This is an optimization exercise on Yosys and OpenROAD, whose aim is small area, not a production implementation.
Function was checked by simulation only, so behaviour that the tests miss may differ from the original.
Power and IR drop assume default switching activity.

===== flow/config.mk =====
export PLATFORM = sky130hd
export DESIGN_NAME = Controller_top
export DESIGN_NICKNAME = Controller_top
export VERILOG_FILES = /design/flow/design.v
export SDC_FILE = /design/flow/constraint.sdc
export NUM_CORES = 4
export LEC_CHECK = 0
export CAP_MARGIN = 20
export CORE_MARGIN = 2
export CORE_UTILIZATION = 40
export SLEW_MARGIN = 20

===== flow/constraint.sdc =====
create_clock -name core_clock -period 12.0 [get_ports {clk}]
set_input_delay 2.4000 -clock core_clock [delete_from_list [all_inputs] [get_ports {clk}]]
set_output_delay 2.4000 -clock core_clock [all_outputs]
set_load 0.01 [all_outputs]

===== flow/design.v =====
`timescale 1ns / 1ps
`timescale 1ns / 1ps
`timescale 1ns / 1ps
`timescale 1ns / 1ps
`timescale 1ns / 1ps
module Controller_top(
    input  logic clk,
    input  logic rst,
    output logic TRIGGER,
    input  logic ECHO,
    output logic PWM_out
);
    logic s1, e;
    always_ff @(posedge clk) begin
        s1 <= ECHO;
        e  <= s1;
    end
    localparam logic [1:0] TRIG = 2'b00, WAIT = 2'b01, MEAS = 2'b11, DONE = 2'b10;
    logic [1:0]  st;
    logic [21:0] T;
    logic [1:0]  X;
    logic [4:0]  D;
    logic [3:0]  p;
    logic [4:0]  g;
    wire t_idle = T[0] & ~T[1] & T[2] & T[3] & T[5] & ~T[9] & T[21];    
    wire t_trig = ~T[3] & T[4] & ~T[8] & ~T[16];    
    wire t_wait = T[0] & ~T[1] & ~T[2] & ~T[3] & ~T[4] & ~T[5] & ~T[6] & T[7] & ~T[8] & ~T[9] & ~T[10] & ~T[11] & ~T[12] & ~T[13] & T[14] & ~T[15] & T[16] & T[17] & ~T[18] & ~T[21];    
    wire r_end = ~T[0] & ~T[1] & ~T[2] & T[5] & ~T[6] & T[7] & ~T[8] & T[9] & T[10];    
    wire dt_end = T[16] & ~T[17] & T[18] & ~T[19] & ~T[21] & ~X[0] & ~X[1];    
    wire p_end = ~p[0] & ~p[2] & p[3];    
    always_ff @(posedge clk) begin
        if (rst) st <= TRIG;
        else case (st)
            TRIG: if (t_trig) st <= WAIT;
            WAIT: if (e) st <= MEAS; else if (t_wait) st <= TRIG;
            MEAS: if (!e) st <= DONE;
            DONE: if (dt_end) st <= TRIG;
        endcase
    end
    wire [21:0] T_sh  = {T[20:0], ~(T[21] ^ T[20])};
    wire [4:0]  q     = T[15:11];
    wire [15:0] echo_n = r_end ? {q - {4'd0, q != 5'd0}, 10'd0, q[0]}
                               : {q, T[9:0], ~(T[10] ^ T[8])};
    wire [7:0]  dt_sh = {X[0], T[21:16], ~(X[1] ^ T[21] ^ T[20] ^ T[19])};
    always_ff @(posedge clk) begin
        X <= {X[0], T[21]};
        if (rst) T <= 22'h3ffdfd;
        else case (st)
            TRIG: T <= T_sh;
            WAIT: T <= e ? {T_sh[21:16], 5'd23, 11'h376} : t_wait ? 22'h3ffdfd : T_sh;
            MEAS: begin
                T[21:16] <= 6'd0;
                X <= 2'd0;
                if (e) T[15:0] <= echo_n;
            end
            DONE: begin
                if (dt_end) T <= 22'h3ffbfb;
                else begin
                    {X, T[21:16]} <= dt_sh;
                    if (e) T[15:0] <= echo_n;
                end
            end
        endcase
    end
    always_ff @(posedge clk) begin
        if (rst) D <= 5'd0;
        else if (st == DONE) D <= q;
    end
    wire last5 = (g == 5'd4) || (g == 5'd9) || (g == 5'd14) || (g == 5'd19);
    logic [3:0] p_n;
    logic [4:0] g_n;
    always_comb begin
        if (rst) begin
            p_n = 4'd1; g_n = 5'd0;
        end else if (p_end) begin
            p_n = {3'd0, last5};
            g_n = (g == 5'd19) ? 5'd0 : g + 5'd1;
        end else begin
            p_n = {p[2:0], ~(p[3] ^ p[2])};
            g_n = g;
        end
    end
    logic x, pwm;
    always_ff @(posedge clk) begin
        p   <= p_n;
        g   <= g_n;
        x   <= (g_n < D);
        pwm <= !rst & x;
    end
    assign PWM_out = pwm;
    assign TRIGGER = !rst & (st == TRIG) & !t_idle;
endmodule

===== flow/flow/run.sh =====
#!/bin/bash
# Layout flow: the standard flow (standard.sh) with these changes:
#  - synthesis maps the logic with an area-oriented ABC script
#    (flow/abc_area.script) and without Yosys's full/half-adder extraction;
#    the rest of the synthesis (registers, flattening, renaming) is the standard flow's own;
#  - clock tree synthesis with explicit buffer choice and no dummy load cells;
#  - port buffers are buf_1 cells.
# Each step's full output goes to its own log file here.
set -euo pipefail
rm -rf scripts_synth
cp -r "$FLOW_HOME/scripts" scripts_synth
cp flow/abc_area.script scripts_synth/abc_area.script
bash standard.sh SCRIPTS_DIR="$PWD/scripts_synth" ABC_AREA=1 ADDER_MAP_FILE= synth > synth.log 2>&1
bash standard.sh "CTS_ARGS=-sink_clustering_enable -repair_clock_nets -dont_use_dummy_load -buf_list sky130_fd_sc_hd__clkbuf_8 -root_buf sky130_fd_sc_hd__clkbuf_8 -sink_clustering_size 50 -sink_clustering_max_diameter 500" "BUFFER_PORTS_ARGS=-buffer_cell sky130_fd_sc_hd__buf_1"  > layout.log 2>&1

===== flow/flow/abc_area.script =====
strash
&get -n
&fraig -x
&put
scorr
dc2
strash
&get -n
&dch -f
&nf -R 1000 -a
&put
strash
&get -n
&synch2
&nf -R 1000 -a
&put
strash
&get -n
&synch2
&nf -R 1000 -a
&put
strash
&get -n
&dc2
&dch -f
&nf -R 1000 -a
&put
strash
&get -n
&synch2
&nf -R 1000 -a
&put
topo

===== flow/standard.sh =====
#!/bin/bash
# synth_recipe.tcl (not shown) runs the flow's synth.tcl, then flattens the netlist and writes it again
# the make line also repeats each setting of config.mk as NAME=value (left out here)
make -C /OpenROAD-flow-scripts/flow DESIGN_CONFIG=/design/flow/config.mk WORK_HOME=/design/flow/orfs CLKGATE_MAP_FILE= SYNTH_SCRIPT=/design/flow/synth_recipe.tcl "${@:-finish}"

==> flow_metrics.tcl, run 1 <==
set metrics [dict create \
    finalPower_uw 242 \
    synth_edf_count 0 \
    clkTransAtPathRegs_ps 80 \
    io_buffers 4 \
    synth_flop_cell "dfxtp_1" \
    place_inst 274 \
    crit_fanout 26 \
    cp_common_cell "buf_1" \
    cp_slowest_cell "nor4_1" \
    seq_area_frac_synth_pct 48.1 \
    grt_max_degree 27 \
    postCtsSetupRepairBufs 0 \
    setup_viol 0 \
    path_class "primary input to output port" \
    start_util_pct 41.8 \
    fin_ws_ps 6500 \
    drc 0 \
    drt-total-wl_mm 3.94 \
    cts_tree "built" \
    cts_hold_buf 0 \
    end_kind "output port" \
    clock-sinks 44 \
    die_area_um2 5140 \
    yosysTopAreaCellShare_pct 48.1 \
    avgViaCountPerCell 5.52 \
    finalNetCount 232 \
    antenna_left 0 \
    drtIter0Drc 59 \
    max_stage_delay_ps 240 \
    rows 24 \
    powerDensity_nw_per_um2 122 \
    clock_skew_ps 16.7 \
    coreArea_um2 4380 \
    die_w_um 71.7 \
    gp_congestion 0.873 \
    fillCellCount 461 \
    num_antenna_cells 0 \
    maxCapViolCount 0 \
    cts-root-buf "clkbuf_8" \
    cts_resized 0 \
    slew_viol_final 0 \
    layout-drive-gt1-share_pct 2.64 \
    cts_made_buffers 5 \
    min_period_over_period_pct 45.8 \
    insertion_delay_ps 290 \
    cp.arrival_ps 3100 \
    dp_hpwl_mm 2.74 \
    crit_chain "buf_1, buf_4, nor4_1, buf_1" \
    hold_class "flip-flop to flip-flop" \
    gr-total-overflow 0 \
    syn-instance-count 217 \
    r2r_cells 4 \
    detailedPlace.worstSlack_ps 6490 \
    hold_viol 0 \
    grt_pass1_wl_mm 6.72 \
    yosys_warnings 1 \
    critPathLaunchType "primary input" \
    syn_to_final_growth_pct 8.54 \
    max-slew-margin-rel_pct 51.2 \
    syn_nets 220 \
    yosysUniqueCellTypes 38 \
    dr.pass1.iters 4 \
    max_freq_ghz 0.182 \
    synthArstFlopShare_pct 0 \
    netlist_area_um2 1830 \
    setup_tns_ps 0 \
    die_h_um 71.7 \
    antenna_found_initial 0 \
    layout.cells.non_filler 279 \
    period_minus_slack_ps 5500 \
    leakage_uw 0.000681 \
    ys_ff_latch 44 \
    syn_avg_cell_area_um2 8.44 \
    yosys-top-cells-area "dfxtp_1 48%, nor2_1 6.8%, nand2_1 5.3%, a21oi_1 4.4%, a221o_1 3.3%" \
    postLayoutCoreUtil_pct 45.3 \
    wl_per_cell_um 14.1 \
    crit_required_ps 9600 \
    worstMarginPinSlew_ps 730 \
    grt_pass1_vias 1462 \
    clockBufferDepth 2 \
    io_pins 5 \
    rsz0062_at_grt "false" \
    status "finished clean" \
    min_path_cells 0 \
    synth_top_area_cell "dfxtp_1" \
    htree_num_levels 2 \
    via_count 1539 \
    grtUsageTotal_pct 16.7 \
    max-vdd-ir-drop_v 0.0000554 \
]
[per-layer routing]
metal	vias to the layer above	global-route usage (%)	routed length (µm)	share of wire, %
met2	27	27.2	1820	46
met3	6	4.22	157	4.0
met1	718	21.1	1900	48
met5	-	0	0	0
li1	788	-	-	-
met4	0	7.34	67	1.7
[flip-flops by register name, summed over array words and instances (netlist names)]
register,flops
p,4
e,1
s1,1
pwm,1
D,5
x,1
g,5
X,2
st,2
T,22
[cell usage after synthesis (all sizes together), types with 3 or more instances]
library cell   n
dfxtp         44
nor2          33
nand2         26
a21oi         16
o21ai         11
clkinv         9
nor2b          8
nand3          7
a221o          6
nor3           6
xnor2          6
nor4           5
nand2b         4
a31oi          3
nand3b         3
nand4          3
[per-stage QoR]
step                      hold slack [ps]  instance area [µm²]
after global placement                310                 1920
after global routing                  338                 1990
after floorplan                       310                 1830
final                                 331                 1990
after detailed placement              313                 1920
after CTS                             333                 1990
[cell families (layout without fill, tap and decap cells)]
group,Yosys count,in the layout,share of synthesized area (%)
DFF,44,44,48.1
adders and majority gates,2,2,1.09
and+or+nand+nor,107,107,28.6
AOI/OAI and AO/OA,46,46,16.0
buffers and inverters,9,19,1.84
muxes,2,2,1.09
xor gates and xnor gates,7,7,3.35
[worst max-delay path: cells and delay by family]
family | cells | cell delay (ps)
buf+inv | 3 | 460
simple gates | 1 | 240
[path summary, 6_finish.rpt]
check,start,endpoint,slack [ps]
min,s1,e,330
max,rst,TRIGGER,6500
min reg2reg,s1,e,330
max reg2reg,st[1],T[3],9550
[power by group]
group          switching, µW  total [µW]  internal, µW  leakage [µW]
Clock                   44.7        82.3          37.6     0.0000359
Combinational           4.55        7.81          3.26      0.000286
Sequential              2.92         152           149      0.000359
Total                   52.2         242           189      0.000681
[placed cells by master (no fill, tap or decap), drive strengths merged, types with 6 or more instances in the layout]
master,n
nor2,33
nand2,26
dfxtp,44
nand3,7
clkinv,9
o21ai,11
nor3,6
a21oi,16
nor2b,8
a221o,6
xnor2,6
[layout make-up]
cell class	instances	area (µm²)	area share (%)
clock buffer	5	68.8	3.46
multi-input combinational	164	917	46.1
timing repair buffer	5	22.5	1.13
sequential	44	881	44.3
tap	52	65.1	3.27
inverter	9	33.8	1.70
==> inputs of run 2 (changes only) <==
--- a/flow/flow/run.sh
+++ b/flow/flow/run.sh
@@ -13,2 +13,2 @@
 bash standard.sh SCRIPTS_DIR="$PWD/scripts_synth" ABC_AREA=1 ADDER_MAP_FILE= synth > synth.log 2>&1
-bash standard.sh "CTS_ARGS=-sink_clustering_enable -repair_clock_nets -dont_use_dummy_load -buf_list sky130_fd_sc_hd__clkbuf_8 -root_buf sky130_fd_sc_hd__clkbuf_8 -sink_clustering_size 50 -sink_clustering_max_diameter 500" "BUFFER_PORTS_ARGS=-buffer_cell sky130_fd_sc_hd__buf_1"  > layout.log 2>&1
+bash standard.sh "CTS_ARGS=-sink_clustering_enable -repair_clock_nets -dont_use_dummy_load -buf_list sky130_fd_sc_hd__clkbuf_8 -root_buf sky130_fd_sc_hd__clkbuf_8" "BUFFER_PORTS_ARGS=-buffer_cell sky130_fd_sc_hd__buf_1"  > layout.log 2>&1
--- a/flow/flow/abc_area.script
+++ b/flow/flow/abc_area.script
@@ -18,2 +18,8 @@
 &get -n
+&dc2
+&dch -f
+&nf -R 1000 -a
+&put
+strash
+&get -n
 &synch2
@@ -32,2 +38,19 @@
 &put
+strash
+&get -n
+&dc2
+&dch -f
+&nf -R 1000 -a
+&put
+strash
+&get -n
+&synch2
+&nf -R 1000 -a
+&put
+strash
+&get -n
+&dc2
+&dch -f
+&nf -R 1000 -a
+&put
 topo
==> flow_metrics.tcl, run 2 <==
set metrics [dict create \
    status "finished clean" \
    period_minus_slack_ps 5570 \
    yosysTopAreaCellShare_pct 48.4 \
    layout_common_cells "44 x dfxtp_1, 35 x nand2_1, 19 x nor2_1" \
    stdcell_area_um2 1980 \
    critPathLaunchType "primary input" \
    layout.cells.non_filler 278 \
    path_class "primary input to output port" \
    synth_flop_cell "dfxtp_1" \
    cp_common_cell "buf_1" \
    cts_tree "built" \
    dpl_cell_area_um2 1910 \
    syn_avg_cell_area_um2 8.43 \
    maxCapViolCount 0 \
    crit_required_ps 9600 \
    largest_reg_flops 22 \
    finalNetCount 231 \
    hold_class "flip-flop to flip-flop" \
    ys_ff_latch 44 \
    via_count 1515 \
    end_kind "output port" \
    rows 24 \
    insertion_delay_ps 300 \
    slew_viol_final 0 \
    grt_pass1_vias 1371 \
    detailedPlace.worstSlack_ps 6440 \
    max-slew-margin-rel_pct 53.7 \
    synth_edf_count 0 \
    die_h_um 71.5 \
    synthArstFlopShare_pct 0 \
    cts_made_buffers 5 \
    hold_viol 0 \
    cp_num_buf_inv 3 \
    cts-root-buf "clkbuf_8" \
    yosysUniqueCellTypes 35 \
    powerDensity_nw_per_um2 122 \
    min_period_over_period_pct 46.4 \
    crit_fanout 25 \
    setup_viol 0 \
    seq_area_frac_synth_pct 48.4 \
    crit-reg2reg-capture "T[15]" \
    start_util_pct 41.6 \
    cts_hold_buf 0 \
    r2r-start "T[2]" \
    yosys_warnings 1 \
    synth_top_area_cell "dfxtp_1" \
    cp.arrival_ps 3170 \
    cts_resized 0 \
    gr-total-overflow 0 \
    avgViaCountPerCell 5.45 \
    whs_endpoint "e" \
    cp_slowest_cell "a2111oi_0" \
    coreArea_um2 4380 \
    top_register "T" \
    largestRegisters "T x22, D x5, g x5" \
    wl_per_cell_um 14.0 \
    r2r_cells 8 \
    antenna_left 0 \
    grt_pass1_wl_mm 6.64 \
    rsz0062_at_grt "false" \
    clock_skew_ps 18.0 \
    dr.pass1.iters 4 \
    max_freq_ghz 0.180 \
    clkTransAtPathRegs_ps 80 \
    max_stage_delay_ps 280 \
    layout-drive-gt1-share_pct 2.65 \
    synth.most_common_cell "dfxtp_1" \
    drtIter0Drc 126 \
    min-delay-start "s1" \
    clock-sinks 44 \
    crit_family "buffers and inverters" \
    r2r_slack_ps 9680 \
    drt-total-wl_mm 3.88 \
    die_area_um2 5110 \
    syn_to_final_growth_pct 8.59 \
    drc 0 \
    crit_chain "buf_1, buf_4, a2111oi_0, buf_1" \
    postCtsSetupRepairBufs 0 \
    htree_num_levels 2 \
    grtUsageTotal_pct 16.8 \
    max-vdd-ir-drop_v 0.0000608 \
    leakage_uw 0.000698 \
    synth_common_cells "44 x dfxtp_1, 35 x nand2_1, 19 x nor2_1" \
    yosys-top-cells-area "dfxtp_1 48%, nand2_1 7.2%, nor2b_1 4.8%, o21ai_0 4.4%, a21oi_1 4.1%" \
    worstMarginPinSlew_ps 694 \
    syn_nets 219 \
    gp_congestion 0.893 \
    dp_hpwl_mm 2.74 \
    grt_max_degree 26 \
    layout_commonest_cell "dfxtp_1" \
    place_inst 273 \
    fin_ws_ps 6430 \
    io_buffers 4 \
    syn-instance-count 216 \
    antenna_found_initial 0 \
    clockBufferDepth 2 \
    whs_ps 330 \
    setup_tns_ps 0 \
    num_antenna_cells 0 \
    die_w_um 71.5 \
    io_pins 5 \
    min_path_cells 0 \
    netlist_area_um2 1820 \
]
[run 2: changes by cell type in the layout (fill, tap and decap cells not counted), moves of 5 or more]
cell	previous run	this run
nor2b_1	8	14
o21ai_0	11	16
a221o_1	6	1
nand2_1	26	35
a22oi_1	1	7
nor2_1	33	19
[run 2: how the worst max path moves through the flow]
stage                     startpoint      end  slack, ps  depth (start not counted)
after floorplan                  rst  TRIGGER       6610                          1
after global placement           rst  TRIGGER       6380                          4
after detailed placement         rst  TRIGGER       6440                          4
after CTS                        rst  TRIGGER       6430                          4
after global routing             rst  TRIGGER       6370                          4
final                            rst  TRIGGER       6430                          4
[run 2: metal layers]
layer | global-route usage, % | vias to the layer above | share of wire [%]
met5 | 0 | - | 0
met4 | 5.66 | 0 | 1.1
met3 | 5.06 | 4 | 3.2
met2 | 25.4 | 22 | 45
met1 | 23.0 | 695 | 51
li1 | - | 794 | -
[run 2: where the power goes]
group          leakage, µW  switching (µW)  total (µW)  internal (µW)
Combinational     0.000303            4.68        7.89           3.20
Clock            0.0000359            44.9        82.4           37.5
Sequential        0.000359            2.84         152            149
Total             0.000698            52.4         242            189
[run 2: logic make-up after synthesis]
kind of cell              Yosys count  synth area share [%]
AOI/OAI and AO/OA                  56                  18.8
muxes                               1                 0.618
xor gates and xnor gates            6                  2.89
buffers and inverters              10                  2.06
and+or+nand+nor                    99                  27.3
DFF                                44                  48.4
[run 2: final cells by class]
class | instances | area, µm²
clock buffers | 5 | 68.8
fillers | 450 | 2410
inverters | 10 | 37.5
multi-input cells | 162 | 903
flip-flops and latches | 44 | 881
well taps | 52 | 65.1
repair buffers | 5 | 22.5
[run 2: per-stage QoR]
stage | power [µW] | utilization [%]
detailed placement | 163 | 43.6
global placement | 163 | 43.6
floorplan | 159 | -
finish | 242 | 45.1
CTS | 245 | 45.1
global route | 255 | 45.1

## re-timing with driven ports
The flow's constraints put no driver on any port. The routed layouts listed below were extracted and timed again, unchanged, in two steps.
Step 1, drivers: a clkbuf_16 drives clk and a buf_2 each remaining input, both assumed.
Step 2 moves the port delays by t, midway between the first and last clock arrival at a register: inputs arrive t later, outputs are due t later. That takes back most of the time a late clock gives input paths.
a / b / c = ideal / step 1 / step 2; a / b = the first two.
run | shift t [ns] | slack for setup (ns) | hold WS [ns] | clock arrival spread, ns | slew at the worst register clock pin (ns)
run 1 | 0.315 | 6.499 / 6.480 / 6.480 | 0.331 / 0.331 / 0.331 | 0.017 / 0.017 | 0.08 / 0.08
run 2 | 0.316 | 6.432 / 6.412 / 6.412 | 0.330 / 0.330 / 0.330 | 0.018 / 0.018 | 0.08 / 0.08
After both steps every run listed still meets setup and hold. The setup slack of run 2, which loses most, moves by -0.020 ns with the drivers and by -0.020 ns with both steps.
